Background: an optimization exercise with open tools, aiming at small area. Do not read the settings as production practice.
At most, simulation tests tie the RTL to the original design; equivalence was not proved.
No functional check of the RTL was part of runs 2 to 5.
No activity file was given, so power comes from the tool's default toggle rates.

==> design.v <==
`timescale 1ns / 1ps
module addsub #(
    parameter W = 8
) (
    input  [W-1:0] a,
    input  [W-1:0] b,
    input          sub,
    output [W-1:0] s
);
    logic [W:0] c;
    logic [W-1:0] bb;
    assign c[0] = sub;
    assign bb = b ^ {W{sub}};
    genvar i;
    generate
        for (i = 0; i < W; i++) begin : g
            assign s[i] = a[i] ^ bb[i] ^ c[i];
            assign c[i+1] = (a[i] & bb[i]) | (c[i] & (a[i] ^ bb[i]));
        end
    endgenerate
endmodule
module addsmall #(
    parameter W = 12,
    parameter K = 6
) (
    input  [W-1:0] a,
    input  [K-1:0] b,
    input          sub,
    output [W-1:0] s
);
    logic [K:0] c;
    logic [K-1:0] bb;
    logic t;
    assign c[0] = sub;
    assign bb = b ^ {K{sub}};
    assign t = b[K-1] ^ sub;       
    genvar i;
    generate
        for (i = 0; i < K; i++) begin : lo
            assign s[i] = a[i] ^ bb[i] ^ c[i];
            assign c[i+1] = (a[i] & bb[i]) | (c[i] & (a[i] ^ bb[i]));
        end
    endgenerate
    logic [W-K:0] all1, any1;
    assign all1[0] = 1'b1;
    assign any1[0] = 1'b0;
    generate
        for (i = K; i < W; i++) begin : hi
            assign all1[i-K+1] = all1[i-K] & a[i];
            assign any1[i-K+1] = any1[i-K] | a[i];
            assign s[i] = a[i] ^ t ^ (t ? (c[K] | any1[i-K]) : (c[K] & all1[i-K]));
        end
    endgenerate
endmodule
module addfast #(
    parameter W = 12,
    parameter K = 6
) (
    input  [W-1:0] a,
    input  [K-1:0] b,
    input          sub,
    output [W-1:0] s
);
    localparam LG = (K + 1 > 8) ? 4 : (K + 1 > 4) ? 3 : (K + 1 > 2) ? 2 : 1;
    logic [K-1:0] bb, pp, gg;
    logic t;
    assign bb = b ^ {K{sub}};
    assign t = b[K-1] ^ sub;       
    logic [K:0] G [0:LG];
    logic [K:0] P [0:LG];
    assign G[0] = {(a[K-1:0] & bb), sub};
    assign P[0] = {(a[K-1:0] ^ bb), 1'b0};
    genvar l, i;
    generate
        for (l = 0; l < LG; l++) begin : lev
            for (i = 0; i <= K; i++) begin : node
                if (((i >> l) & 1) == 1) begin : comb
                    localparam integer J = ((i >> l) << l) - 1;
                    assign G[l+1][i] = G[l][i] | (P[l][i] & G[l][J]);
                    assign P[l+1][i] = P[l][i] & P[l][J];
                end else begin : pass
                    assign G[l+1][i] = G[l][i];
                    assign P[l+1][i] = P[l][i];
                end
            end
        end
    endgenerate
    logic [K:0] c;
    assign c = G[LG];
    assign s[K-1:0] = (a[K-1:0] ^ bb) ^ c[K-1:0];
    logic [W-K:0] all1, any1;
    assign all1[0] = 1'b1;
    assign any1[0] = 1'b0;
    generate
        for (i = K; i < W; i++) begin : hi
            assign all1[i-K+1] = all1[i-K] & a[i];
            assign any1[i-K+1] = any1[i-K] | a[i];
            assign s[i] = a[i] ^ t ^ (t ? (c[K] | any1[i-K]) : (c[K] & all1[i-K]));
        end
    endgenerate
endmodule
module addfast2 #(
    parameter W = 12,
    parameter K = 6
) (
    input  [W-1:0] a,
    input  [K-1:0] b,
    input          sub,
    output [W-1:0] s
);
    localparam LG = (K + 1 > 8) ? 4 : (K + 1 > 4) ? 3 : (K + 1 > 2) ? 2 : 1;
    localparam U = W - K;
    localparam LU = (U > 8) ? 4 : (U > 4) ? 3 : (U > 2) ? 2 : (U > 1) ? 1 : 0;
    logic [K-1:0] bb;
    logic t;
    assign bb = b ^ {K{sub}};
    assign t = b[K-1] ^ sub;
    logic [K:0] G [0:LG];
    logic [K:0] P [0:LG];
    assign G[0] = {(a[K-1:0] & bb), sub};
    assign P[0] = {(a[K-1:0] ^ bb), 1'b0};
    genvar l, i;
    generate
        for (l = 0; l < LG; l++) begin : lev
            for (i = 0; i <= K; i++) begin : node
                if (((i >> l) & 1) == 1) begin : comb
                    localparam integer J = ((i >> l) << l) - 1;
                    assign G[l+1][i] = G[l][i] | (P[l][i] & G[l][J]);
                    assign P[l+1][i] = P[l][i] & P[l][J];
                end else begin : pass
                    assign G[l+1][i] = G[l][i];
                    assign P[l+1][i] = P[l][i];
                end
            end
        end
    endgenerate
    logic [K:0] c;
    assign c = G[LG];
    assign s[K-1:0] = (a[K-1:0] ^ bb) ^ c[K-1:0];
    logic [U-1:0] O [0:LU];
    logic [U-1:0] Z [0:LU];
    assign O[0] = a[W-1:K];
    assign Z[0] = ~a[W-1:K];
    generate
        for (l = 0; l < LU; l++) begin : ulev
            for (i = 0; i < U; i++) begin : unode
                if (((i >> l) & 1) == 1) begin : comb
                    localparam integer J = ((i >> l) << l) - 1;
                    assign O[l+1][i] = O[l][i] & O[l][J];
                    assign Z[l+1][i] = Z[l][i] & Z[l][J];
                end else begin : pass
                    assign O[l+1][i] = O[l][i];
                    assign Z[l+1][i] = Z[l][i];
                end
            end
        end
    endgenerate
    wire inc = c[K] & ~t;
    wire dec = ~c[K] & t;
    assign s[K] = a[K] ^ inc ^ dec;
    generate
        for (i = 1; i < U; i++) begin : hi
            assign s[K+i] = a[K+i] ^ ((inc & O[LU][i-1]) | (dec & Z[LU][i-1]));
        end
    endgenerate
endmodule
module addfast3 #(
    parameter W = 12,
    parameter K = 6
) (
    input  [W-1:0] a,
    input  [K-1:0] b,
    input          sub,
    output [W-1:0] s
);
    localparam LG = (K + 1 > 8) ? 4 : (K + 1 > 4) ? 3 : (K + 1 > 2) ? 2 : 1;
    localparam U = W - K;
    localparam LU = (U > 8) ? 4 : (U > 4) ? 3 : (U > 2) ? 2 : (U > 1) ? 1 : 0;
    logic [K-1:0] bb;
    logic t;
    assign bb = b ^ {K{sub}};
    assign t = b[K-1] ^ sub;
    logic [K:0] G [0:LG];
    logic [K:0] P [0:LG];
    assign G[0] = {(a[K-1:0] & bb), sub};
    assign P[0] = {(a[K-1:0] ^ bb), 1'b0};
    genvar l, i;
    generate
        for (l = 0; l < LG; l++) begin : lev
            for (i = 0; i <= K; i++) begin : node
                if (((i >> l) & 1) == 1) begin : comb
                    localparam integer J = ((i >> l) << l) - 1;
                    assign G[l+1][i] = G[l][i] | (P[l][i] & G[l][J]);
                    assign P[l+1][i] = P[l][i] & P[l][J];
                end else begin : pass
                    assign G[l+1][i] = G[l][i];
                    assign P[l+1][i] = P[l][i];
                end
            end
        end
    endgenerate
    logic [K:0] c;
    assign c = G[LG];
    assign s[K-1:0] = (a[K-1:0] ^ bb) ^ c[K-1:0];
    logic [U-1:0] O [0:LU];
    assign O[0] = a[W-1:K] ^ {U{t}};
    generate
        for (l = 0; l < LU; l++) begin : ulev
            for (i = 0; i < U; i++) begin : unode
                if (((i >> l) & 1) == 1) begin : comb
                    localparam integer J = ((i >> l) << l) - 1;
                    assign O[l+1][i] = O[l][i] & O[l][J];
                end else begin : pass
                    assign O[l+1][i] = O[l][i];
                end
            end
        end
    endgenerate
    wire inc = c[K] ^ t;
    assign s[K] = a[K] ^ inc;
    generate
        for (i = 1; i < U; i++) begin : hi
            assign s[K+i] = a[K+i] ^ (inc & O[LU][i-1]);
        end
    endgenerate
endmodule
`timescale 1ns / 1ps
module phase_controller (
    input clock,
    input reset,
    output [3:0] code,
    output [7:0] w,
    output [1:0] quadrant
);
    logic [3:0] cd;
    logic [7:0] wr;
    logic [5:0] c;
    logic e, r;
    logic [1:0] q;
    wire pre = (cd == 4'd0);
    wire endq = (cd == 4'd14) && (wr == 8'h1d || wr == 8'h1e);
    logic [7:0] up1, up2;           
    logic [7:0] upw, upw1;          
    assign up1 = ({8{cd == 0}} & 8'he)
            | ({8{cd == 1}} & 8'h7e)
            | ({8{cd == 2}} & 8'h7e)
            | ({8{cd == 3}} & 8'h76)
            | ({8{cd == 4}} & 8'h7f)
            | ({8{cd == 5}} & 8'h7e)
            | ({8{cd == 6}} & 8'h7f)
            | ({8{cd == 7}} & 8'h40)
            | ({8{cd == 8}} & 8'h7f)
            | ({8{cd == 9}} & 8'h7e)
            | ({8{cd == 10}} & 8'h7e)
            | ({8{cd == 11}} & 8'h76)
            | ({8{cd == 12}} & 8'h7f)
            | ({8{cd == 13}} & 8'h7e);
    assign up2 = ({8{cd == 0}} & 8'hd)
            | ({8{cd == 1}} & 8'h7d)
            | ({8{cd == 2}} & 8'h7d)
            | ({8{cd == 3}} & 8'h75)
            | ({8{cd == 4}} & 8'h7e)
            | ({8{cd == 5}} & 8'h7d)
            | ({8{cd == 6}} & 8'h7e)
            | ({8{cd == 7}} & 8'h3f)
            | ({8{cd == 8}} & 8'h7e)
            | ({8{cd == 9}} & 8'h7d)
            | ({8{cd == 10}} & 8'h7d)
            | ({8{cd == 11}} & 8'h75)
            | ({8{cd == 12}} & 8'h7e)
            | ({8{cd == 13}} & 8'h7d);
    assign upw = ({8{cd == 0}} & 8'he1)
            | ({8{cd == 1}} & 8'h81)
            | ({8{cd == 2}} & 8'h80)
            | ({8{cd == 3}} & 8'h88)
            | ({8{cd == 4}} & 8'h81)
            | ({8{cd == 5}} & 8'h81)
            | ({8{cd == 6}} & 8'h80)
            | ({8{cd == 7}} & 8'hbf)
            | ({8{cd == 8}} & 8'h80)
            | ({8{cd == 9}} & 8'h81)
            | ({8{cd == 10}} & 8'h80)
            | ({8{cd == 11}} & 8'h88)
            | ({8{cd == 12}} & 8'h81)
            | ({8{cd == 13}} & 8'h81);
    assign upw1 = ({8{cd == 0}} & 8'he2)
            | ({8{cd == 1}} & 8'h82)
            | ({8{cd == 2}} & 8'h81)
            | ({8{cd == 3}} & 8'h89)
            | ({8{cd == 4}} & 8'h82)
            | ({8{cd == 5}} & 8'h82)
            | ({8{cd == 6}} & 8'h81)
            | ({8{cd == 7}} & 8'hc0)
            | ({8{cd == 8}} & 8'h81)
            | ({8{cd == 9}} & 8'h82)
            | ({8{cd == 10}} & 8'h81)
            | ({8{cd == 11}} & 8'h89)
            | ({8{cd == 12}} & 8'h82)
            | ({8{cd == 13}} & 8'h82);
    wire hit1 = (wr == up1);
    wire hit2 = (wr == up2);
    wire xing = (cd != 4'd14) && (hit1 || (e && hit2));
    wire over = e && hit1;             
    logic [7:0] w_step;
    wire g1 = e | wr[0];
    assign w_step[0] = wr[0] ^ ~e;
    assign w_step[1] = wr[1] ^ g1;
    genvar k;
    generate
        for (k = 2; k < 8; k++) begin : ws
            assign w_step[k] = wr[k] ^ (g1 & (&wr[k-1:1]));
        end
    endgenerate
    logic [5:0] c_next;
    assign c_next = ({6{c == 6'd0}} & 6'he)
            | ({6{c == 6'd1}} & 6'hf)
            | ({6{c == 6'd2}} & 6'h10)
            | ({6{c == 6'd3}} & 6'h11)
            | ({6{c == 6'd4}} & 6'h12)
            | ({6{c == 6'd5}} & 6'h13)
            | ({6{c == 6'd6}} & 6'h14)
            | ({6{c == 6'd7}} & 6'h15)
            | ({6{c == 6'd8}} & 6'h16)
            | ({6{c == 6'd9}} & 6'h17)
            | ({6{c == 6'd10}} & 6'h18)
            | ({6{c == 6'd11}} & 6'h19)
            | ({6{c == 6'd12}} & 6'h1a)
            | ({6{c == 6'd13}} & 6'h1b)
            | ({6{c == 6'd14}} & 6'h1c)
            | ({6{c == 6'd15}} & 6'h1d)
            | ({6{c == 6'd16}} & 6'h1e)
            | ({6{c == 6'd17}} & 6'h1f)
            | ({6{c == 6'd18}} & 6'h20)
            | ({6{c == 6'd19}} & 6'h21)
            | ({6{c == 6'd20}} & 6'h22)
            | ({6{c == 6'd21}} & 6'h23)
            | ({6{c == 6'd22}} & 6'h24)
            | ({6{c == 6'd23}} & 6'h25)
            | ({6{c == 6'd24}} & 6'h26)
            | ({6{c == 6'd25}} & 6'he)
            | ({6{c == 6'd26}} & 6'hf)
            | ({6{c == 6'd27}} & 6'h10)
            | ({6{c == 6'd28}} & 6'h11)
            | ({6{c == 6'd29}} & 6'h12)
            | ({6{c == 6'd30}} & 6'h13)
            | ({6{c == 6'd31}} & 6'h14)
            | ({6{c == 6'd32}} & 6'h15)
            | ({6{c == 6'd33}} & 6'h16)
            | ({6{c == 6'd34}} & 6'h17)
            | ({6{c == 6'd35}} & 6'h18)
            | ({6{c == 6'd36}} & 6'h19)
            | ({6{c == 6'd37}} & 6'h1a)
            | ({6{c == 6'd38}} & 6'h1b);
    wire c_big = (c >= 6'd25);
    always_ff @(posedge clock) begin
        if (reset || pre) begin
            c <= '0;
            e <= 1'b0;
            r <= 1'b0;
        end
        else begin
            r <= endq;
            if (r)
                c <= '0;
            else begin
                c <= c_next;
                e <= c_big;
            end
        end
    end
    always_ff @(posedge clock) begin
        if (reset) begin
            q <= 2'd0;
            cd <= 4'd0;
            wr <= 8'd0;
        end
        else if (endq) begin
            q <= q + 2'd1;
            cd <= 4'd1;
            wr <= 8'he1;
        end
        else if (xing) begin
            cd <= cd + 4'd1;
            wr <= over ? upw1 : upw;
        end
        else
            wr <= w_step;
    end
    assign code = cd;
    assign w = wr;
    assign quadrant = q;
endmodule
`timescale 1ns / 1ps
module cordic (
    input clock,
    input reset,
    output signed [12:0] sine,
    output signed [12:0] cosine
);
    logic [3:0] code;
    logic [7:0] w;
    logic [1:0] q;
    phase_controller pc (.clock(clock), .reset(reset), .code(code), .w(w), .quadrant(q));
    wire [9:0] dirs_ac = {code, ~w[7], w[6:2]};
    wire tie1 = q[0] && (code == 4'd12) && (w == 8'h88);
    wire tie2 = q[0] && (code == 4'd4) && (w == 8'h88);
    wire [9:0] dirs_a = tie1 ? 10'b0100000010 : tie2 ? 10'b1100000010 : dirs_ac ^ {10{q[0]}};
    logic [10:0] x8, y8;
    wire [6:0] ts = dirs_a[9:3];
    wire sw = ts[6];
    wire [5:0] tj = ts[5:0] ^ {6{sw}};
    logic [10:0] ta, tb;
    assign ta = ({11{tj == 6'd11}} & 11'h7fe)
            | ({11{tj == 6'd12}} & 11'h7fd)
            | ({11{tj == 6'd13}} & 11'h7fd)
            | ({11{tj == 6'd14}} & 11'h7fb)
            | ({11{tj == 6'd15}} & 11'h7fb)
            | ({11{tj == 6'd16}} & 11'h7f5)
            | ({11{tj == 6'd17}} & 11'h7f3)
            | ({11{tj == 6'd18}} & 11'h7ef)
            | ({11{tj == 6'd19}} & 11'h7ed)
            | ({11{tj == 6'd20}} & 11'h7e8)
            | ({11{tj == 6'd21}} & 11'h7e4)
            | ({11{tj == 6'd22}} & 11'h7de)
            | ({11{tj == 6'd23}} & 11'h7da)
            | ({11{tj == 6'd24}} & 11'h7d1)
            | ({11{tj == 6'd25}} & 11'h7cb)
            | ({11{tj == 6'd26}} & 11'h7c3)
            | ({11{tj == 6'd27}} & 11'h7bd)
            | ({11{tj == 6'd28}} & 11'h7b4)
            | ({11{tj == 6'd29}} & 11'h7ac)
            | ({11{tj == 6'd30}} & 11'h7a2)
            | ({11{tj == 6'd31}} & 11'h79a)
            | ({11{tj == 6'd32}} & 11'h791)
            | ({11{tj == 6'd33}} & 11'h787)
            | ({11{tj == 6'd34}} & 11'h77d)
            | ({11{tj == 6'd35}} & 11'h773)
            | ({11{tj == 6'd36}} & 11'h766)
            | ({11{tj == 6'd37}} & 11'h75a)
            | ({11{tj == 6'd38}} & 11'h74e)
            | ({11{tj == 6'd39}} & 11'h742)
            | ({11{tj == 6'd40}} & 11'h732)
            | ({11{tj == 6'd41}} & 11'h724)
            | ({11{tj == 6'd42}} & 11'h716)
            | ({11{tj == 6'd43}} & 11'h708)
            | ({11{tj == 6'd44}} & 11'h6f8)
            | ({11{tj == 6'd45}} & 11'h6ea)
            | ({11{tj == 6'd46}} & 11'h6d9)
            | ({11{tj == 6'd47}} & 11'h6c9)
            | ({11{tj == 6'd48}} & 11'h6b5)
            | ({11{tj == 6'd49}} & 11'h6a5)
            | ({11{tj == 6'd50}} & 11'h692)
            | ({11{tj == 6'd51}} & 11'h680)
            | ({11{tj == 6'd52}} & 11'h66d)
            | ({11{tj == 6'd53}} & 11'h65b)
            | ({11{tj == 6'd54}} & 11'h647)
            | ({11{tj == 6'd55}} & 11'h635)
            | ({11{tj == 6'd56}} & 11'h61e)
            | ({11{tj == 6'd57}} & 11'h60a)
            | ({11{tj == 6'd58}} & 11'h5f4)
            | ({11{tj == 6'd59}} & 11'h5e0)
            | ({11{tj == 6'd60}} & 11'h5ca)
            | ({11{tj == 6'd61}} & 11'h5b4)
            | ({11{tj == 6'd62}} & 11'h59e);
    assign tb = ({11{tj == 6'd11}} & 11'he)
            | ({11{tj == 6'd12}} & 11'h30)
            | ({11{tj == 6'd13}} & 11'h4e)
            | ({11{tj == 6'd14}} & 11'h6e)
            | ({11{tj == 6'd15}} & 11'h8c)
            | ({11{tj == 6'd16}} & 11'hae)
            | ({11{tj == 6'd17}} & 11'hcc)
            | ({11{tj == 6'd18}} & 11'hec)
            | ({11{tj == 6'd19}} & 11'h10a)
            | ({11{tj == 6'd20}} & 11'h12c)
            | ({11{tj == 6'd21}} & 11'h14a)
            | ({11{tj == 6'd22}} & 11'h16a)
            | ({11{tj == 6'd23}} & 11'h188)
            | ({11{tj == 6'd24}} & 11'h1aa)
            | ({11{tj == 6'd25}} & 11'h1c8)
            | ({11{tj == 6'd26}} & 11'h1e8)
            | ({11{tj == 6'd27}} & 11'h206)
            | ({11{tj == 6'd28}} & 11'h225)
            | ({11{tj == 6'd29}} & 11'h243)
            | ({11{tj == 6'd30}} & 11'h261)
            | ({11{tj == 6'd31}} & 11'h27f)
            | ({11{tj == 6'd32}} & 11'h290)
            | ({11{tj == 6'd33}} & 11'h2ae)
            | ({11{tj == 6'd34}} & 11'h2cd)
            | ({11{tj == 6'd35}} & 11'h2e9)
            | ({11{tj == 6'd36}} & 11'h308)
            | ({11{tj == 6'd37}} & 11'h324)
            | ({11{tj == 6'd38}} & 11'h342)
            | ({11{tj == 6'd39}} & 11'h35e)
            | ({11{tj == 6'd40}} & 11'h37d)
            | ({11{tj == 6'd41}} & 11'h399)
            | ({11{tj == 6'd42}} & 11'h3b5)
            | ({11{tj == 6'd43}} & 11'h3d1)
            | ({11{tj == 6'd44}} & 11'h3ed)
            | ({11{tj == 6'd45}} & 11'h407)
            | ({11{tj == 6'd46}} & 11'h423)
            | ({11{tj == 6'd47}} & 11'h43d)
            | ({11{tj == 6'd48}} & 11'h459)
            | ({11{tj == 6'd49}} & 11'h473)
            | ({11{tj == 6'd50}} & 11'h48d)
            | ({11{tj == 6'd51}} & 11'h4a7)
            | ({11{tj == 6'd52}} & 11'h4c1)
            | ({11{tj == 6'd53}} & 11'h4d9)
            | ({11{tj == 6'd54}} & 11'h4f3)
            | ({11{tj == 6'd55}} & 11'h50b)
            | ({11{tj == 6'd56}} & 11'h526)
            | ({11{tj == 6'd57}} & 11'h53e)
            | ({11{tj == 6'd58}} & 11'h555)
            | ({11{tj == 6'd59}} & 11'h56b)
            | ({11{tj == 6'd60}} & 11'h584)
            | ({11{tj == 6'd61}} & 11'h59a)
            | ({11{tj == 6'd62}} & 11'h5b0);
    assign x8 = sw ? tb : ta;
    assign y8 = sw ? ta : tb;
    logic [9:0] dirs_r1;
    logic [1:0] q_r1;
    logic [10:0] x_r1;
    logic [10:0] y_r1;
    always_ff @(posedge clock) begin
        dirs_r1 <= dirs_a;
        q_r1 <= q;
        x_r1 <= x8;
        y_r1 <= y8;
    end
    logic [10:0] x9, y9;
    addfast2 #(.W(11), .K(4)) ux9 (.a(11'(x_r1)), .b(4'(y_r1 >> 8)), .sub(dirs_r1[2]), .s(x9));
    addfast2 #(.W(11), .K(4)) uy9 (.a(11'(y_r1)), .b(4'(x_r1 >> 8)), .sub(~dirs_r1[2]), .s(y9));
    logic [10:0] x10, y10;
    addsmall #(.W(11), .K(3)) ux10 (.a(11'(x9)), .b(3'(y9 >> 9)), .sub(dirs_r1[1]), .s(x10));
    addsmall #(.W(11), .K(3)) uy10 (.a(11'(y9)), .b(3'(x9 >> 9)), .sub(~dirs_r1[1]), .s(y10));
    logic [9:0] dirs_r2;
    logic [1:0] q_r2;
    logic [10:0] x_r2;
    logic [10:0] y_r2;
    always_ff @(posedge clock) begin
        dirs_r2 <= dirs_r1;
        q_r2 <= q_r1;
        x_r2 <= x10;
        y_r2 <= y10;
    end
    wire mx = q_r2[0] ^ q_r2[1];
    wire my = q_r2[1];
    wire bx = y_r2[10];
    wire by = x_r2[10];
    logic signed [2:0] ax, ay;
    assign ax = mx ? (dirs_r2[0] ? 3'd1 + {2'b00, bx} : 3'd1 - {2'b00, bx}) : (dirs_r2[0] ? 3'd0 - {2'b00, bx} : {2'b00, bx});
    assign ay = my ? (dirs_r2[0] ? 3'd1 - {2'b00, by} : 3'd1 + {2'b00, by}) : (dirs_r2[0] ? {2'b00, by} : 3'd0 - {2'b00, by});
    logic [10:0] rx, ry;
    addfast2 #(.W(11), .K(3)) ux11 (.a(x_r2 ^ {11{mx}}), .b(ax), .sub(1'b0), .s(rx));
    addfast2 #(.W(11), .K(3)) uy11 (.a(y_r2 ^ {11{my}}), .b(ay), .sub(1'b0), .s(ry));
    assign cosine = {1'b0, ~mx, rx};
    assign sine = {1'b0, ~my, ry};
endmodule
==> run.sh <==
#!/bin/bash
# synth_recipe.tcl (not shown) runs the flow's synth.tcl, then flattens the netlist and writes it again
# the make line also repeats each setting of config.mk as NAME=value (left out here)
make -C /OpenROAD-flow-scripts/flow DESIGN_CONFIG=/design/flow/config.mk WORK_HOME=/design/flow/orfs CLKGATE_MAP_FILE= SYNTH_SCRIPT=/design/flow/synth_recipe.tcl finish
==> config.mk <==
export PLATFORM = sky130hd
export DESIGN_NAME = cordic
export DESIGN_NICKNAME = cordic
export VERILOG_FILES = /design/flow/design.v
export SDC_FILE = /design/flow/constraint.sdc
export NUM_CORES = 4
export LEC_CHECK = 0
export ABC_AREA = 1
export CAP_MARGIN = 20
export CORE_MARGIN = 2
export CORE_UTILIZATION = 40
export CTS_BUF_LIST = sky130_fd_sc_hd__clkbuf_8
export GPL_TIMING_DRIVEN = 1
export PLACE_DENSITY = 0.8
export SLEW_MARGIN = 20
==> constraint.sdc <==
create_clock -name core_clock -period 5.0 [get_ports {clock}]
set_input_delay 1.0000 -clock core_clock [delete_from_list [all_inputs] [get_ports {clock}]]
set_output_delay 1.0000 -clock core_clock [all_outputs]
set_load 0.01 [all_outputs]
==> flow_summary.ini, run 1 <==
[pwr]
p_int_mw = 0.856
switching_power_mw = 0.241
p_comb_frac = 0.046
powerDensity_nw_per_um2 = 145
p_leak_nw = 4.02
p_clk_frac = 0.404
p_seq_frac = 0.550
report.power.total_mw = 1.10
switching_share = 0.220
ir_worst_vdd_mv = 0.0947

[logic_synthesis]
synth_async_sr_flop_share = 0
yosys_most_used_dff = dfxtp_1
syn_inst = 1126
seq_area_frac_synth = 0.213
yosysUniqueCellTypes = 54
ys_seq_elements = 74
synth-edff-count = 0
netlist_area_um2 = 6960
ys_warn_count = 12
syn_area_per_cell_um2 = 6.18

[sta]
rsz0062_at_grt = no
hold-worst-slack_ps = 336
period_share = 0.924
worst_pin_slew_ps = 765
relSlewSlack = 0.490
min_period_ps = 4620
final.setup.tns_ps = 0
setup_viol = 0
fin_skew_ps = 15.4
fmax_mhz = 217
finalHoldViolCount = 0
drv_slew = 0

[finish]
nNetsFinal = 1167
design_area_um2 = 7550
fillers = 1808
area.growth.synth_to_final_pct = 8.48
layout-drive-gt1-share = 0.0682
seq_area_um2 = 1480
n_antenna_cell = 0
multiInputGateArea_um2 = 4710
post-route-util = 0.440

[placement]
placed_area_um2 = 7360
gp_congestion = 1.05
hpwlAfterDp_mm = 15.5
port_buffers = 25

[floorplanning]
start_util = 0.405
die_h_um = 136
num_io_pins = 28
core_area_um2 = 17200
die_w_um = 136
fp-row-count = 48
dieArea_um2 = 18500

[setup_path]
crit_slowest_cell = fa_1
cp-end-kind = flop
cp_max_fo = 10
crit_chain = inv_1 -> o21ai_1 -> a21o_1 -> a21oi_1 -> fa_1 -> or2_2 -> nor3_1 -> nand3_1 -> o21ai_0 -> xor2_1 -> inv_1 -> nand2_1 -> nand2_1 -> fa_1 -> fa_1 -> nor2_1 -> nand3_1 -> nor2_1 -> nand2_1 -> nand2_1 -> a21oi_1 -> xnor2_1
cp.required_ps = 5240
critical_path.most_common_cell = nand2_1
arrival_ps = 4860
critical_path_class = flop to flop
startpoint_type = flop
cpPeakStageDelay_ps = 470

[cts]
clk_latency_ps = 350
numCtsBuffers = 9
clk_pin_slew_ps = 80
cts.sinks = 74
h-tree-depth = 3
cts-root-buf = clkbuf_8
cts_buffer_depth = 2
cts_hold_buffers = 0
cts_tree = yes

[run]
maxCapViolations = 0

[routing]
drtIter0Drc = 779
vias = 7196
ant_nets = 0
firstDrtPassIters = 6
wl_per_cell_um = 14.1
vias_per_cell = 5.26
drc = 0
wirelength_mm = 19.3

[global_routing]
grt.total_usage = 0.214
first_global_vias = 6729
overflow = 0
grt_pass1_wl_mm = 31.7
antenna_found_initial = 0
grt_max_degree = 35

[worst_hold_path]
hold_class = flop to flop

[run_status]
outcome = no timing/DRC/antenna violations
==> layout by cell type (no fill, tap or decap), types with 4 or more instances in the layout <==
| cell type | Yosys | routed |
|---|---|---|
| o21ai_1 | 6 | 8 |
| ha_1 | 16 | 16 |
| nor4_1 | 8 | 8 |
| clkdlybuf4s50_1 | 0 | 25 |
| nand4_1 | 25 | 25 |
| dfxtp_1 | 74 | 73 |
| inv_2 | 10 | 10 |
| buf_4 | 5 | 4 |
| a21oi_1 | 27 | 27 |
| nor3_1 | 22 | 22 |
| nor2_1 | 146 | 146 |
| a21oi_2 | 4 | 4 |
| nor3_2 | 4 | 4 |
| nor2_2 | 4 | 4 |
| nand2_4 | 5 | 5 |
| fa_1 | 10 | 10 |
| xor2_1 | 63 | 62 |
| o21ai_0 | 50 | 48 |
| nand2_1 | 291 | 290 |
| o211ai_1 | 9 | 9 |
| xnor2_1 | 28 | 28 |
| nand2_2 | 19 | 20 |
| nand3_1 | 75 | 75 |
| clkbuf_8 | 0 | 10 |
| inv_1 | 153 | 155 |
| nand3_2 | 4 | 4 |
==> registers in the layout, summed over array words and instances, names as in the netlist, 3 cells and up <==
signal / flops
pc.wr: 8
x_r1: 11
y_r1: 11
x_r2: 11
y_r2: 11
pc.cd: 4
pc.c: 6
dirs_r1: 3
==> repair_timing <==
action	in CTS	in global routing
resized for setup	0	5
setup endpoints to repair	0	7
buffers inserted	0	0
==> worst max-delay path: cells and delay by family (launching register included) <==
kind                     cells  cell delay, ps
AO/OA/AOI/OAI                5             700
XOR/XNOR                     2             370
adder cells (fa/ha/maj)      3            1310
buffers and inverters        2             260
flip-flops                   1             460
AND/OR/NAND/NOR             10            1390
==> per-stage QoR <==
| step | worst slack (ps) | cells |
|---|---|---|
| 6_report | 382 | 1368 |
| 5_1_grt | 2.32 | 1368 |
| 4_1_cts | 162 | 1368 |
| 3_5_place_dp | 172 | 1353 |
| 3_3_place_gp | 389 | 1353 |
| 2_1_floorplan | 715 | 1127 |
==> final cells by class <==
type | instances | area share
Tap cell | 225 | 0.0373
Inverter | 163 | 0.0810
Sequential cell | 74 | 0.196
Clock buffer | 10 | 0.0182
Timing Repair Buffer | 29 | 0.0371
Clock inverter | 5 | 0.00630
Multi-Input combinational cell | 862 | 0.624
==> layer usage <==
layer	part of all wire	GRT usage	vias to the layer above
met1	0.43	0.259	3235
li1	-	-	3613
met2	0.46	0.364	279
met3	0.056	0.0365	69
met4	0.048	0.111	0
met5	0	0	-
==> synth_stat cells, types with 4 or more instances <==
| cell | instances | share of area |
|---|---|---|
| o21ai_1 | 6 | 0.0043 |
| fa_1 | 10 | 0.029 |
| inv_2 | 10 | 0.0054 |
| clkbuf_1 | 6 | 0.0032 |
| a21oi_2 | 4 | 0.0050 |
| inv_1 | 153 | 0.082 |
| buf_2 | 8 | 0.0058 |
| nor4_1 | 8 | 0.0072 |
| buf_6 | 5 | 0.0081 |
| o21ai_0 | 50 | 0.036 |
| nor3_1 | 22 | 0.016 |
| buf_1 | 4 | 0.0022 |
| o211ai_1 | 9 | 0.0097 |
| nor2_2 | 4 | 0.0036 |
| nand2_2 | 19 | 0.017 |
| nand3_1 | 75 | 0.054 |
| xnor2_1 | 28 | 0.035 |
| nor2_1 | 146 | 0.079 |
| ha_1 | 16 | 0.029 |
| nor3_2 | 4 | 0.0058 |
| nand4_1 | 25 | 0.022 |
| buf_4 | 5 | 0.0054 |
| dfxtp_1 | 74 | 0.21 |
| nand2_1 | 291 | 0.16 |
| nand2_4 | 5 | 0.0081 |
| a21oi_1 | 27 | 0.019 |
| nand3_2 | 4 | 0.0058 |
| xor2_1 | 63 | 0.079 |
==> power groups by stage <==
stage	combinational, mW	sequential (mW)	clock (mW)
floorplan	0.0369	0.614	0
global placement	0.0489	0.616	0
detailed placement	0.0500	0.617	0
CTS	0.0503	0.603	0.453
global route	0.0565	0.604	0.479
finish	0.0501	0.603	0.443
==> worst paths after layout <==
path | startpoint | end | slack (ps) | cells after the start
max | dirs_r1[2] | y_r2[10] | 380 | 22
min | dirs_r1[0] | dirs_r2 | 340 | 0
max reg2reg | dirs_r1[2] | y_r2[10] | 380 | 22
min reg2reg | dirs_r1[0] | dirs_r2 | 340 | 0
==> kinds of logic (layout without fill, tap and decap cells) <==
group | Yosys count | count (layout) | share of synthesized area
other | 1 | 2 | 0.000539
adder cells (fa/ha/maj) | 26 | 26 | 0.0575
buffers and inverters | 191 | 207 | 0.113
XOR/XNOR | 92 | 92 | 0.117
flip-flops | 74 | 74 | 0.213
AND/OR/NAND/NOR | 613 | 613 | 0.387
AO/OA/AOI/OAI | 129 | 129 | 0.113
==> inputs of run 2 (changes only) <==
--- a/design.v
+++ b/design.v
@@ -527,8 +527,8 @@
         y_r1 <= y8;
     end
     logic [10:0] x9, y9;
-    addfast2 #(.W(11), .K(4)) ux9 (.a(11'(x_r1)), .b(4'(y_r1 >> 8)), .sub(dirs_r1[2]), .s(x9));
-    addfast2 #(.W(11), .K(4)) uy9 (.a(11'(y_r1)), .b(4'(x_r1 >> 8)), .sub(~dirs_r1[2]), .s(y9));
+    addsmall #(.W(11), .K(4)) ux9 (.a(11'(x_r1)), .b(4'(y_r1 >> 8)), .sub(dirs_r1[2]), .s(x9));
+    addsmall #(.W(11), .K(4)) uy9 (.a(11'(y_r1)), .b(4'(x_r1 >> 8)), .sub(~dirs_r1[2]), .s(y9));
     logic [10:0] x10, y10;
     addsmall #(.W(11), .K(3)) ux10 (.a(11'(x9)), .b(3'(y9 >> 9)), .sub(dirs_r1[1]), .s(x10));
     addsmall #(.W(11), .K(3)) uy10 (.a(11'(y9)), .b(3'(x9 >> 9)), .sub(~dirs_r1[1]), .s(y10));
==> flow_summary.ini, run 2 <==
[run_status]
outcome = no timing/DRC/antenna violations

[setup_path]
cp-startpoint = q_r2[0]
r2r_slack_ps = 430
crit_slowest_cell = clkdlybuf4s50_1
cp_max_fo = 11
cp.required_ps = 4000
reg2reg_depth = 26
critical_path_class = flop to primary output
cp-endpoint = cosine[10]
cp-end-kind = primary output
r2r_start = dirs_r1[2]
crit_chain = or2_1 -> nand2_1 -> inv_1 -> nor2_1 -> ha_1 -> a21oi_1 -> nand2_1 -> nor2_1 -> nand4_1 -> nor2_1 -> nand2_1 -> o21ai_1 -> xor2_1 -> clkdlybuf4s50_1
cpPeakStageDelay_ps = 550
worstReg2RegEnd = y_r2[10]
startpoint_type = flop
arrival_ps = 3660

[logic_synthesis]
synth_async_sr_flop_share = 0
yosys_most_used_dff = dfxtp_1
seq_area_frac_synth = 0.209
synth_common_cells = 349 x nand2_1, 144 x nor2_1, 136 x inv_1
syn_area_per_cell_um2 = 6.07
ys_seq_elements = 74
syn_inst = 1168
synth-edff-count = 0
yosysTopAreaCellShare = 0.209
netlist_area_um2 = 7090
yosys.area.top_type = dfxtp_1
yosysUniqueCellTypes = 50
synth_most_common_cell = nand2_1
ys_warn_count = 7
ys_top_cells_by_area = dfxtp_1 21%, nand2_1 18%, xor2_1 8.2%

[finish]
final_cell_mix = 349 x nand2_1, 144 x nor2_1, 137 x inv_1
area.growth.synth_to_final_pct = 8.58
layout-drive-gt1-share = 0.0793
n_antenna_cell = 0
fillers = 1795
fin_cells = 1410
final_common_cell = nand2_1
nNetsFinal = 1205

[worst_hold_path]
hold_class = flop to flop

[cts]
cts_hold_buffers = 0
cts.sinks = 74
clk_latency_ps = 360
h-tree-depth = 3
numCtsBuffers = 9
cts_tree = yes
clk_pin_slew_ps = 70
cts_buffer_depth = 2
cts-root-buf = clkbuf_8

[global_routing]
grt_max_degree = 35
grt_pass1_wl_mm = 30.2
overflow = 0
grt.total_usage = 0.199
antenna_found_initial = 0
first_global_vias = 6659

[sta]
rsz0062_at_grt = no
period_share = 0.932
finalHoldViolCount = 0
drv_slew = 0
min_period_ps = 4660
fin_skew_ps = 29.5
relSlewSlack = 0.470
hold-worst-slack_ps = 333
worst_pin_slew_ps = 787
fmax_mhz = 215
final.setup.tns_ps = 0
setup_viol = 0

[pwr]
p_clk_frac = 0.409
p_int_mw = 0.848
p_seq_frac = 0.547
switching_power_mw = 0.256
ir_worst_vdd_mv = 0.154
powerDensity_nw_per_um2 = 143
switching_share = 0.232
p_comb_frac = 0.044
p_leak_nw = 4.39

[placement]
hpwlAfterDp_mm = 14.7
port_buffers = 25
gp_congestion = 1.07
dp_cells = 1394

[floorplanning]
num_io_pins = 28
dieArea_um2 = 18800
fp-row-count = 48
core_area_um2 = 17300
die_h_um = 137
die_w_um = 137
start_util = 0.410

[routing]
ant_nets = 0
wirelength_mm = 18.3
wl_per_cell_um = 13.0
drtIter0Drc = 502
drc = 0
vias = 7361
vias_per_cell = 5.22
firstDrtPassIters = 5

[run]
maxCapViolations = 0
-- run 2: critical path: cells and delay by family (launching register included) --
kind            cells  cell delay, ps
compound gates      2             330
xor+xnor            1             170
fa+ha+maj           1             290
buf+inv             2             700
flops               1             350
simple gates        8            1480
-- run 2: cell type report --
type | count | area (um^2) | share of cell area
flip-flops and latches | 74 | 1480 | 0.193
multi-input cells | 917 | 4900 | 0.636
well taps | 225 | 282 | 0.0366
clock buffers | 9 | 124 | 0.0161
repair buffers | 30 | 288 | 0.0374
inverters | 148 | 556 | 0.0722
clock inverters | 7 | 68.8 | 0.00894
-- run 2: worst min-delay path by stage --
stage | to | start | depth (start not counted) | slack (ps)
detailed placement | q_r2[1] | q_r1[1] | 0 | 320
global route | dirs_r2 | dirs_r1[0] | 0 | 350
floorplan | dirs_r2 | dirs_r1[0] | 0 | 310
CTS | q_r2[1] | q_r1[1] | 0 | 330
global placement | q_r2[0] | q_r1[0] | 0 | 310
finish | q_r2[1] | q_r1[1] | 0 | 330
-- run 2: power by group through the flow --
| stage | clock network (mW) | logic (mW) | registers (mW) |
|---|---|---|---|
| global placement | 0 | 0.0471 | 0.617 |
| global route | 0.487 | 0.0553 | 0.604 |
| floorplan | 0 | 0.0370 | 0.612 |
| CTS | 0.464 | 0.0486 | 0.603 |
| finish | 0.452 | 0.0487 | 0.604 |
| detailed placement | 0 | 0.0484 | 0.617 |
-- run 2: cells by family (layout without fill, tap and decap cells) --
family                   after synthesis  after routing  share of synthesized area
AO/OA/AOI/OAI                        109            109                     0.0870
XOR/XNOR                              92             92                      0.115
adder cells (fa/ha/maj)               23             23                     0.0533
buffers and inverters                178            194                      0.103
flip-flops                            74             74                      0.209
other                                  1              2                   0.000529
AND/OR/NAND/NOR                      691            691                      0.432
-- run 2: layer usage --
metal / vias up / part of all wire / GRT usage
li1: 3697 / - / -
met1: 3286 / 0.43 / 0.243
met2: 319 / 0.46 / 0.338
met3: 59 / 0.073 / 0.0319
met4: 0 / 0.033 / 0.0945
met5: - / 0 / 0
-- run 2: through the flow --
step / utilization / power (mW) / worst slack, ps / area [um^2]
finish: 0.445 / 1.10 / 339 / 7700
global route: 0.445 / 1.15 / 14.4 / 7700
CTS: 0.444 / 1.12 / 298 / 7680
detailed placement: 0.433 / 0.665 / 332 / 7490
global placement: 0.433 / 0.664 / 437 / 7490
floorplan: - / 0.649 / 352 / 7090
-- run 2: what timing repair did --
action,CTS,global route
gates resized for setup,0,5
setup buffers,0,0
setup endpoints to repair,0,6
==> inputs of run 3 (changes only) <==
--- a/config.mk
+++ b/config.mk
@@ -10,6 +10,6 @@
 export CORE_MARGIN = 2
 export CORE_UTILIZATION = 40
 export CTS_BUF_LIST = sky130_fd_sc_hd__clkbuf_8
-export GPL_TIMING_DRIVEN = 1
+export GPL_TIMING_DRIVEN = 0
 export PLACE_DENSITY = 0.8
 export SLEW_MARGIN = 20
==> flow_summary.ini, run 3 <==
[routing]
route.met3.wl_mm = 1.30
wl_met2_mm = 8.91
top_layer = met4
vias = 7425
wirelength_mm = 19.2
ant_nets = 0
firstDrtPassIters = 6
drc = 0
m1WireLength_mm = 8.44
drtIter0Drc = 700
vias_per_cell = 5.17
wl_per_cell_um = 13.4

[cts]
cts_buffer_depth = 2
cts_tree = yes
cts-root-buf = clkbuf_8
h-tree-depth = 3
numCtsBuffers = 9
clk_latency_ps = 350
clk_pin_slew_ps = 70
cts_hold_buffers = 0
cts.sinks = 74

[sta]
layout_setup_ws_ps = 355
worst_pin_slew_ps = 747
final.setup.tns_ps = 0
fmax_mhz = 215
finalHoldViolCount = 0
relSlewSlack = 0.497
setup_viol = 0
drv_slew = 0
min_period_ps = 4640
hold-worst-slack_ps = 328
period_share = 0.929
fin_skew_ps = 12.7

[setup_path]
arrival_ps = 4920
cp-end-kind = flop
cp.required_ps = 5280
startpoint_type = flop
critical_path_class = flop to flop
worstReg2RegEnd = y_r2[10]
cp_max_fo = 10
r2r_slack_ps = 360
reg2reg_depth = 26
r2r_start = dirs_r1[2]

[placement]
hpwlAfterDp_mm = 15.5
place_ws_ps = -318
placed_area_um2 = 7630
gp_congestion = 0.994
port_buffers = 25
dp_cells = 1419

[global_routing]
grt_max_degree = 12
grt.total_usage = 0.211
antenna_found_initial = 0
grt_pass1_wl_mm = 31.8
overflow = 0
first_global_vias = 6841

[finish]
fin_cells = 1435
multiInputGateArea_um2 = 4940
layout-drive-gt1-share = 0.0975
area.growth.synth_to_final_pct = 11.3
final_common_cell = nand2_1
nNetsFinal = 1232
post-route-util = 0.456
seq_area_um2 = 1480
n_antenna_cell = 0
design_area_um2 = 7890
fillers = 1781
final_cell_mix = 349 x nand2_1, 142 x nor2_1, 137 x inv_1

[logic_synthesis]
synth_async_sr_flop_share = 0
yosysUniqueCellTypes = 50
synth_most_common_cell = nand2_1
seq_area_frac_synth = 0.209
syn_area_per_cell_um2 = 6.07
synth_common_cells = 349 x nand2_1, 144 x nor2_1, 136 x inv_1
yosys_most_used_dff = dfxtp_1
yosys.area.top_type = dfxtp_1
ys_seq_elements = 74
syn_inst = 1168
yosysTopAreaCellShare = 0.209
ys_top_cells_by_area = dfxtp_1 21%, nand2_1 18%, xor2_1 8.2%
netlist_area_um2 = 7090
ys_warn_count = 7
synth-edff-count = 0

[pwr]
report.power.total_mw = 1.04
ir_worst_vdd_mv = 0.144
p_leak_nw = 4.49
powerDensity_nw_per_um2 = 132

[floorplanning]
fp-row-count = 48
core_area_um2 = 17300
start_util = 0.410
dieArea_um2 = 18800
die_w_um = 137
die_h_um = 137
num_io_pins = 28

[worst_hold_path]
hold_class = flop to flop
hold_depth = 0
worstHoldStart = dirs_r1[0]
hold-path-endpoint = dirs_r2

[run_status]
outcome = no timing/DRC/antenna violations

[run]
maxCapViolations = 0
run 3: cell counts after synthesis:
No cell type changed its count.
run 3: cells by family (layout without fill, tap and decap cells):
logic type                 count (synthesis)  count (layout)  share of synthesized area
and+or+nand+nor                          691             691                      0.432
buffers and inverters                    178             219                      0.103
AOI/OAI and AO/OA                        109             109                     0.0870
xor gates and xnor gates                  92              92                      0.115
DFF                                       74              74                      0.209
adders and majority gates                 23              23                     0.0533
other                                      1               2                   0.000529
run 3: repair_timing:
action | CTS | global route
pin swaps | 0 | 1
endpoints found under the setup margin | 11 | 17
buffers inserted | 0 | 3
gates resized for setup | 4 | 20
run 3: how the worst max path moves through the flow:
| stage | from | end | cells past startpoint | slack (ps) |
|---|---|---|---|---|
| after floorplan | dirs_r1[2] | y_r2[10] | 26 | 350 |
| after global placement | dirs_r1[2] | x_r2[10] | 27 | -210 |
| after detailed placement | dirs_r1[2] | y_r2[10] | 26 | -320 |
| after CTS | dirs_r1[2] | y_r2[10] | 26 | 20 |
| after global routing | dirs_r1[2] | x_r2[10] | 27 | -50 |
| final | dirs_r1[2] | y_r2[10] | 26 | 360 |
run 3: per-layer routing:
layer	global-route usage	vias up
met4	0.0859	0
met1	0.262	3323
met5	0	-
met3	0.0407	53
li1	-	3752
met2	0.358	297
run 3: layout make-up:
cell class                      count  area share
Buffer                             29      0.0247
Timing Repair Buffer               28      0.0346
Clock buffer                       10      0.0174
Clock inverter                      4     0.00270
Multi-Input combinational cell    917       0.627
Sequential cell                    74       0.188
Inverter                          148      0.0704
Tap cell                          225      0.0357
run 3: report_power, final:
part | internal, mW | switching [mW]
sequential | 0.596 | 0.00399
combinational | 0.0254 | 0.0294
clock | 0.184 | 0.201
run 3: worst max-delay path, cell delays in order, from the launching register on:
cell and delay (ps):
dfxtp_1 330, buf_6 140, buf_8 150, xor2_4 200, fa_1 460, fa_1 410, inv_1 90, fa_1 220
inv_1 70, nand2_1 80, inv_1 50, a21oi_1 110, inv_1 90, nand3_1 110, a21oi_2 60, xor2_2 150
inv_1 80, o21ai_0 180, inv_1 80, fa_1 400, fa_2 460, inv_1 110, nand2_1 70, nand2_1 60
a21oi_1 90, a21oi_2 150, xor2_1 140
==> inputs of run 4 (changes only) <==
--- a/design.v
+++ b/design.v
@@ -405,8 +405,14 @@
     wire tie1 = q[0] && (code == 4'd12) && (w == 8'h88);
     wire tie2 = q[0] && (code == 4'd4) && (w == 8'h88);
     wire [9:0] dirs_a = tie1 ? 10'b0100000010 : tie2 ? 10'b1100000010 : dirs_ac ^ {10{q[0]}};
+    logic [9:0] dirs_r1;
+    logic [1:0] q_r1;
+    always_ff @(posedge clock) begin
+        dirs_r1 <= dirs_a;
+        q_r1 <= q;
+    end
     logic [10:0] x8, y8;
-    wire [6:0] ts = dirs_a[9:3];
+    wire [6:0] ts = dirs_r1[9:3];
     wire sw = ts[6];
     wire [5:0] tj = ts[5:0] ^ {6{sw}};
     logic [10:0] ta, tb;
@@ -516,22 +522,9 @@
             | ({11{tj == 6'd62}} & 11'h5b0);
     assign x8 = sw ? tb : ta;
     assign y8 = sw ? ta : tb;
-    logic [9:0] dirs_r1;
-    logic [1:0] q_r1;
-    logic [10:0] x_r1;
-    logic [10:0] y_r1;
-    always_ff @(posedge clock) begin
-        dirs_r1 <= dirs_a;
-        q_r1 <= q;
-        x_r1 <= x8;
-        y_r1 <= y8;
-    end
     logic [10:0] x9, y9;
-    addsmall #(.W(11), .K(4)) ux9 (.a(11'(x_r1)), .b(4'(y_r1 >> 8)), .sub(dirs_r1[2]), .s(x9));
-    addsmall #(.W(11), .K(4)) uy9 (.a(11'(y_r1)), .b(4'(x_r1 >> 8)), .sub(~dirs_r1[2]), .s(y9));
-    logic [10:0] x10, y10;
-    addsmall #(.W(11), .K(3)) ux10 (.a(11'(x9)), .b(3'(y9 >> 9)), .sub(dirs_r1[1]), .s(x10));
-    addsmall #(.W(11), .K(3)) uy10 (.a(11'(y9)), .b(3'(x9 >> 9)), .sub(~dirs_r1[1]), .s(y10));
+    addfast #(.W(11), .K(4)) ux9 (.a(11'(x8)), .b(4'(y8 >> 8)), .sub(dirs_r1[2]), .s(x9));
+    addfast #(.W(11), .K(4)) uy9 (.a(11'(y8)), .b(4'(x8 >> 8)), .sub(~dirs_r1[2]), .s(y9));
     logic [9:0] dirs_r2;
     logic [1:0] q_r2;
     logic [10:0] x_r2;
@@ -539,19 +532,22 @@
     always_ff @(posedge clock) begin
         dirs_r2 <= dirs_r1;
         q_r2 <= q_r1;
-        x_r2 <= x10;
-        y_r2 <= y10;
+        x_r2 <= x9;
+        y_r2 <= y9;
     end
+    logic [10:0] x10, y10;
+    addfast2 #(.W(11), .K(3)) ux10 (.a(11'(x_r2)), .b(3'(y_r2 >> 9)), .sub(dirs_r2[1]), .s(x10));
+    addfast2 #(.W(11), .K(3)) uy10 (.a(11'(y_r2)), .b(3'(x_r2 >> 9)), .sub(~dirs_r2[1]), .s(y10));
     wire mx = q_r2[0] ^ q_r2[1];
     wire my = q_r2[1];
-    wire bx = y_r2[10];
-    wire by = x_r2[10];
+    wire bx = y10[10];
+    wire by = x10[10];
     logic signed [2:0] ax, ay;
     assign ax = mx ? (dirs_r2[0] ? 3'd1 + {2'b00, bx} : 3'd1 - {2'b00, bx}) : (dirs_r2[0] ? 3'd0 - {2'b00, bx} : {2'b00, bx});
     assign ay = my ? (dirs_r2[0] ? 3'd1 - {2'b00, by} : 3'd1 + {2'b00, by}) : (dirs_r2[0] ? {2'b00, by} : 3'd0 - {2'b00, by});
     logic [10:0] rx, ry;
-    addfast2 #(.W(11), .K(3)) ux11 (.a(x_r2 ^ {11{mx}}), .b(ax), .sub(1'b0), .s(rx));
-    addfast2 #(.W(11), .K(3)) uy11 (.a(y_r2 ^ {11{my}}), .b(ay), .sub(1'b0), .s(ry));
+    addfast2 #(.W(11), .K(3)) ux11 (.a(x10 ^ {11{mx}}), .b(ax), .sub(1'b0), .s(rx));
+    addfast2 #(.W(11), .K(3)) uy11 (.a(y10 ^ {11{my}}), .b(ay), .sub(1'b0), .s(ry));
     assign cosine = {1'b0, ~mx, rx};
     assign sine = {1'b0, ~my, ry};
 endmodule
==> flow_summary.ini, run 4 <==
[finish]
fillers = 1777
nNetsFinal = 1293
seq_area_um2 = 1210
multiInputGateArea_um2 = 5360
area.growth.synth_to_final_pct = 14.4
largestRegisters = x_r2: 11 flops, y_r2: 11 flops, dirs_r1: 10 flops
layout-drive-gt1-share = 0.140
final_common_cell = nand2_1
final_cell_mix = 379 x nand2_1, 136 x inv_1, 124 x nor2_1
design_area_um2 = 8200
n_antenna_cell = 0

[cts]
numCtsBuffers = 9
h-tree-depth = 3
cts_tree = yes
cts-root-buf = clkbuf_8
clk_latency_ps = 360
cts.sinks = 60
cts_buffer_depth = 2
clk_pin_slew_ps = 70

[global_routing]
grt.total_usage = 0.229
grt_pass1_wl_mm = 34.7
grt_use_met1 = 0.284
antenna_found_initial = 0
use_met2 = 0.394
gr-max-usage-layer = met2
overflow = 0
met3_usage = 0.0353
first_global_vias = 7243
grt_max_degree = 12

[logic_synthesis]
syn_inst = 1209
yosysUniqueCellTypes = 57
ys_warn_count = 10
synth_async_sr_flop_share = 0
ys_seq_elements = 60
yosys.area.top_type = nand2_1
synth-edff-count = 0
synth_most_common_cell = nand2_1
seq_area_frac_synth = 0.168
synth_common_cells = 384 x nand2_1, 139 x inv_1, 125 x nor2_1
yosys_most_used_dff = dfxtp_1
syn_area_per_cell_um2 = 5.92
netlist_area_um2 = 7160
yosysTopAreaCellShare = 0.201
ys_top_cells_by_area = nand2_1 20%, dfxtp_1 17%, inv_1 7.3%

[setup_path]
cp-end-kind = primary output
arrival_ps = 3900
cp.required_ps = 4000
critical_path_class = flop to primary output
startpoint_type = flop
cp_max_fo = 6

[floorplanning]
core_area_um2 = 17400
die_w_um = 138
die_h_um = 138
dieArea_um2 = 19000
start_util = 0.411
fp-row-count = 48
num_io_pins = 28

[sta]
worst_pin_slew_ps = 685
drv_slew = 0
relSlewSlack = 0.544
min_period_ps = 4900
rsz0062_at_grt = yes
fin_skew_ps = 7.41
setup_viol = 0
fmax_mhz = 204
period_share = 0.981
finalHoldViolCount = 0

[routing]
drc = 0
wirelength_mm = 21.4
firstDrtPassIters = 5
drtIter0Drc = 747
wl_per_cell_um = 14.3
vias_per_cell = 5.32
vias = 7938
ant_nets = 0

[pwr]
report.power.total_mw = 1.08
switching_power_mw = 0.236
p_clk_frac = 0.505
p_seq_frac = 0.447
p_int_mw = 0.847
p_comb_frac = 0.049
ir_worst_vdd_mv = 0.127
powerDensity_nw_per_um2 = 132
switching_share = 0.218
p_leak_nw = 4.67

[run_status]
outcome = no timing/DRC/antenna violations

[placement]
gp_congestion = 0.998
hpwlAfterDp_mm = 16.9
port_buffers = 25
placed_area_um2 = 7700

[worst_hold_path]
hold_class = flop to flop

[run]
maxCapViolations = 0
-- run 4: logic make-up (layout without fill, tap and decap cells) --
logic type      count (synthesis)  in the layout  share of synthesized area
simple gates                  769            769                      0.494
other cells                     1              2                   0.000524
flops                          60             60                      0.168
compound gates                100            100                     0.0805
fa+ha+maj                      28             28                     0.0573
xor+xnor                       75             75                     0.0948
buf+inv                       174            232                      0.103
mux                             2              2                    0.00279
-- run 4: worst max-delay path, stage by stage, from the launching register on --
cell and delay (ps):
dfxtp_4 390, xnor2_2 210, ha_1 290, nand3_2 110, nand2_1 100, nor2_4 130, nand3_1 100, nand2_1 100
nand2_1 60, nand2_2 110, nor2_2 70, nand2_2 110, inv_1 60, ha_1 340, nand2_1 80, nor2_1 140
a211oi_2 50, inv_2 90, nand2_2 70, inv_2 100, nand3b_1 120, nand2_1 90, nand2_1 40, nand2_1 50
clkdlybuf4s50_1 520
-- run 4: what timing repair did --
item                                    in CTS  in global routing
gates cloned                                 0                  0
resized for setup                           28                 33
endpoints found under the setup margin      18                 18
hold buffers                                 0                  0
pin swaps                                    9                  9
setup buffers                                7                 10
-- run 4: path summary, 6_finish.rpt --
path                            startpoint         end  slack [ps]  depth (start not counted)
worst max-delay path            dirs_r2[1]   cosine[9]         100                         24
worst min-delay path            dirs_r1[1]  dirs_r2[1]         320                          0
worst max register to register  dirs_r1[9]    x_r2[10]         510                         29
worst min register to register  dirs_r1[1]  dirs_r2[1]         320                          0
-- run 4: power by group through the flow --
stage / combinational, mW / sequential [mW] / clock (mW)
6_report: 0.0527 / 0.484 / 0.547
5_1_grt: 0.0601 / 0.484 / 0.577
4_1_cts: 0.0510 / 0.484 / 0.553
3_5_place_dp: 0.0509 / 0.495 / 0
3_3_place_gp: 0.0499 / 0.495 / 0
2_1_floorplan: 0.0349 / 0.494 / 0
-- run 4: metrics by stage --
stage / util / setup TNS, ps / setup slack (ps) / hold WS [ps] / std cells
after floorplan: - / 0 / 867 / 310 / 1210
after global placement: 0.442 / -266 / -64.8 / 311 / 1460
after global routing: 0.471 / -378 / -207 / 336 / 1493
final: 0.471 / 0 / 96.2 / 325 / 1493
after detailed placement: 0.442 / -719 / -138 / 313 / 1460
after CTS: 0.464 / 0 / 1.23 / 325 / 1483
-- run 4: layout make-up --
type	instances	share of cell area
Tap cell	225	0.0344
Inverter	150	0.0699
Timing Repair Buffer	42	0.0437
Sequential cell	60	0.147
Clock inverter	6	0.0136
Buffer	24	0.0200
Multi-Input combinational cell	976	0.655
Clock buffer	10	0.0168
-- run 4: layer usage --
layer	part of all wire	vias to the layer above	wire, um
li1	-	3971	-
met1	0.42	3571	8960
met2	0.47	324	10100
met3	0.068	72	1460
met4	0.043	0	911
met5	0	-	0
==> inputs of run 5 (changes only) <==
--- a/design.v
+++ b/design.v
@@ -523,8 +523,8 @@
     assign x8 = sw ? tb : ta;
     assign y8 = sw ? ta : tb;
     logic [10:0] x9, y9;
-    addfast #(.W(11), .K(4)) ux9 (.a(11'(x8)), .b(4'(y8 >> 8)), .sub(dirs_r1[2]), .s(x9));
-    addfast #(.W(11), .K(4)) uy9 (.a(11'(y8)), .b(4'(x8 >> 8)), .sub(~dirs_r1[2]), .s(y9));
+    addfast2 #(.W(11), .K(4)) ux9 (.a(11'(x8)), .b(4'(y8 >> 8)), .sub(dirs_r1[2]), .s(x9));
+    addfast2 #(.W(11), .K(4)) uy9 (.a(11'(y8)), .b(4'(x8 >> 8)), .sub(~dirs_r1[2]), .s(y9));
     logic [9:0] dirs_r2;
     logic [1:0] q_r2;
     logic [10:0] x_r2;
==> flow_summary.ini, run 5 <==
[run_status]
outcome = no timing/DRC/antenna violations

[cts]
h-tree-depth = 3
cts.sinks = 60
numCtsBuffers = 9
cts-root-buf = clkbuf_8
clk_pin_slew_ps = 60
cts_buffer_depth = 2
clk_latency_ps = 350
cts_tree = yes

[global_routing]
grt_use_met1 = 0.291
grt_max_degree = 11
overflow = 0
use_met2 = 0.391
antenna_found_initial = 0
grt.total_usage = 0.235
gr-max-usage-layer = met2
met3_usage = 0.0456
grt_pass1_wl_mm = 38.2
first_global_vias = 8067

[pwr]
p_int_mw = 0.742
switching_power_mw = 0.229
p_leak_nw = 4.92
powerDensity_nw_per_um2 = 113
ir_worst_vdd_mv = 0.114
p_comb_frac = 0.060
switching_share = 0.236
report.power.total_mw = 0.971
p_seq_frac = 0.499
p_clk_frac = 0.441

[finish]
nNetsFinal = 1392
fin_cells = 1600
multiInputGateArea_um2 = 5810
fillers = 1933
final_cell_mix = 422 x nand2_1, 158 x nor2_1, 142 x inv_1
largestRegisters = x_r2: 11 flops, y_r2: 11 flops, dirs_r1: 10 flops
seq_area_um2 = 1200
layout-drive-gt1-share = 0.131
final_common_cell = nand2_1
area.growth.synth_to_final_pct = 13.6
n_antenna_cell = 0
design_area_um2 = 8610
post-route-util = 0.462

[setup_path]
cp_max_fo = 7
arrival_ps = 3790
cp.required_ps = 4000
cp-end-kind = primary output
cp-startpoint = dirs_r2[1]
startpoint_type = flop
r2r_start = dirs_r1[9]
critical_path_class = flop to primary output

[worst_hold_path]
hold_class = flop to flop
worstHoldStart = q_r1[0]

[logic_synthesis]
syn_area_per_cell_um2 = 5.78
ys_seq_elements = 60
yosysUniqueCellTypes = 57
synth_most_common_cell = nand2_1
synth_common_cells = 429 x nand2_1, 162 x nor2_1, 144 x inv_1
yosys.area.top_type = nand2_1
yosys_most_used_dff = dfxtp_1
netlist_area_um2 = 7580
ys_warn_count = 12
yosysTopAreaCellShare = 0.212
syn_inst = 1312
seq_area_frac_synth = 0.158
synth_async_sr_flop_share = 0
synth-edff-count = 0
ys_top_cells_by_area = nand2_1 21%, dfxtp_1 16%, nor2_1 8.0%

[sta]
period_share = 0.958
layout_setup_ws_ps = 208
hold-worst-slack_ps = 330
setup_viol = 0
fin_skew_ps = 12.4
finalHoldViolCount = 0
fmax_mhz = 209
drv_slew = 0
min_period_ps = 4790
relSlewSlack = 0.272
worst_pin_slew_ps = 1060
final.setup.tns_ps = 0

[run]
maxCapViolations = 0

[floorplanning]
dieArea_um2 = 20100
start_util = 0.407
core_area_um2 = 18600
die_h_um = 142
die_w_um = 142
fp-row-count = 50
num_io_pins = 28

[routing]
wl_per_cell_um = 14.8
vias = 8654
ant_nets = 0
firstDrtPassIters = 5
drtIter0Drc = 587
vias_per_cell = 5.41
wirelength_mm = 23.7
drc = 0

[placement]
place_ws_ps = -248
placed_area_um2 = 8120
port_buffers = 24
hpwlAfterDp_mm = 18.5
dp_cells = 1571
gp_congestion = 1.02
run 5: cell count changes after synthesis, moves of 5 or more:
cell | before | now
o21ai_0 | 30 | 40
nor2_1 | 125 | 162
nand3_2 | 8 | 3
buf_2 | 9 | 4
nor2_2 | 17 | 23
nand3_1 | 98 | 113
nand2_1 | 384 | 429
inv_1 | 139 | 144
xor2_1 | 54 | 49
run 5: cells by family after synthesis:
kind of cell / synth area share
buf+inv: 0.100
xor+xnor: 0.0796
compound gates: 0.0895
flops: 0.158
fa+ha+maj: 0.0542
other cells: 0.000495
simple gates: 0.518
run 5: cell type report:
cell class              count  area share
clock buffers              10      0.0160
multi-input cells        1073       0.675
repair buffers             38      0.0395
flip-flops and latches     60       0.140
clock inverters             5     0.00625
inverters                 154      0.0674
well taps                 234      0.0340
plain buffers              26      0.0222
run 5: worst paths after layout:
path	depth (start not counted)	to	slack (ps)
worst max register to register	20	y_r2[5]	540
worst min-delay path	0	q_r2[0]	330
worst max-delay path	23	sine[3]	210
worst min register to register	0	q_r2[0]	330
run 5: worst max-delay path, stage by stage, from the launching register on:
cell and delay (ps):
dfxtp_4 360, buf_12 150, xor2_4 180, ha_2 220, a21oi_4 170, nand2_1 110
nor2_4 120, nand4_1 80, nand2_1 130, xnor2_2 100, nor2_2 150, nand2_2 70
inv_1 110, ha_4 230, nand2_1 70, nor2_1 40, a211oi_2 140, inv_1 110
nor2_4 150, buf_4 130, buf_4 110, nor2_1 40, o21a_1 190, dlygate4sd2_1 270
run 5: layer usage:
layer	routed length, um	vias to the layer above	share of wire
li1	-	4288	-
met1	9870	3895	0.42
met5	0	-	0
met3	1790	85	0.076
met2	10800	386	0.46
met4	1240	0	0.052
run 5: power by group through the flow:
stage	logic [mW]	registers, mW	clock network, mW
6_report	0.0579	0.485	0.428
5_1_grt	0.0651	0.485	0.465
4_1_cts	0.0560	0.485	0.445
3_5_place_dp	0.0556	0.496	0
3_3_place_gp	0.0545	0.496	0
2_1_floorplan	0.0398	0.495	0
run 5: what timing repair did:
| action | in CTS | in global routing |
|---|---|---|
| gates resized for setup | 36 | 27 |
| endpoints found under the setup margin | 16 | 27 |
| gates cloned | 0 | 0 |
| buffers inserted | 9 | 5 |
| pin swaps | 7 | 5 |
| hold buffers | 0 | 0 |

port drivers added, routing unchanged:
Ports are ideal in the flow. The routed layouts listed here were re-timed in OpenROAD. Step 1 sets driving cells, clkbuf_16 on the clock port and buf_2 on the other inputs (assumed; they add their load-dependent delay and slew). Step 2 also shifts input and output timing later by t, the mid clock arrival at the registers, as if the neighbouring blocks saw the same clock. Three values: ideal ports, drivers, drivers and shift; two values: the first two.
| run | t (ns) | setup WS [ns] | hold WS [ns] | worst setup path at the end |
|---|---|---|---|---|
| run 1 | 0.386 | 0.382 / 0.359 / 0.382 | 0.336 / 0.336 / 0.336 | register to register |
| run 2 | 0.383 | 0.339 / 0.303 / 0.430 | 0.333 / 0.333 / 0.333 | register to register |
| run 3 | 0.380 | 0.355 / 0.355 / 0.355 | 0.328 / 0.328 / 0.328 | register to register |
| run 4 | 0.390 | 0.096 / 0.063 / 0.453 | 0.325 / 0.325 / 0.325 | register to output |
| run 5 | 0.379 | 0.208 / 0.175 / 0.537 | 0.330 / 0.330 / 0.330 | register to register |
After both steps every run listed still meets setup and hold.
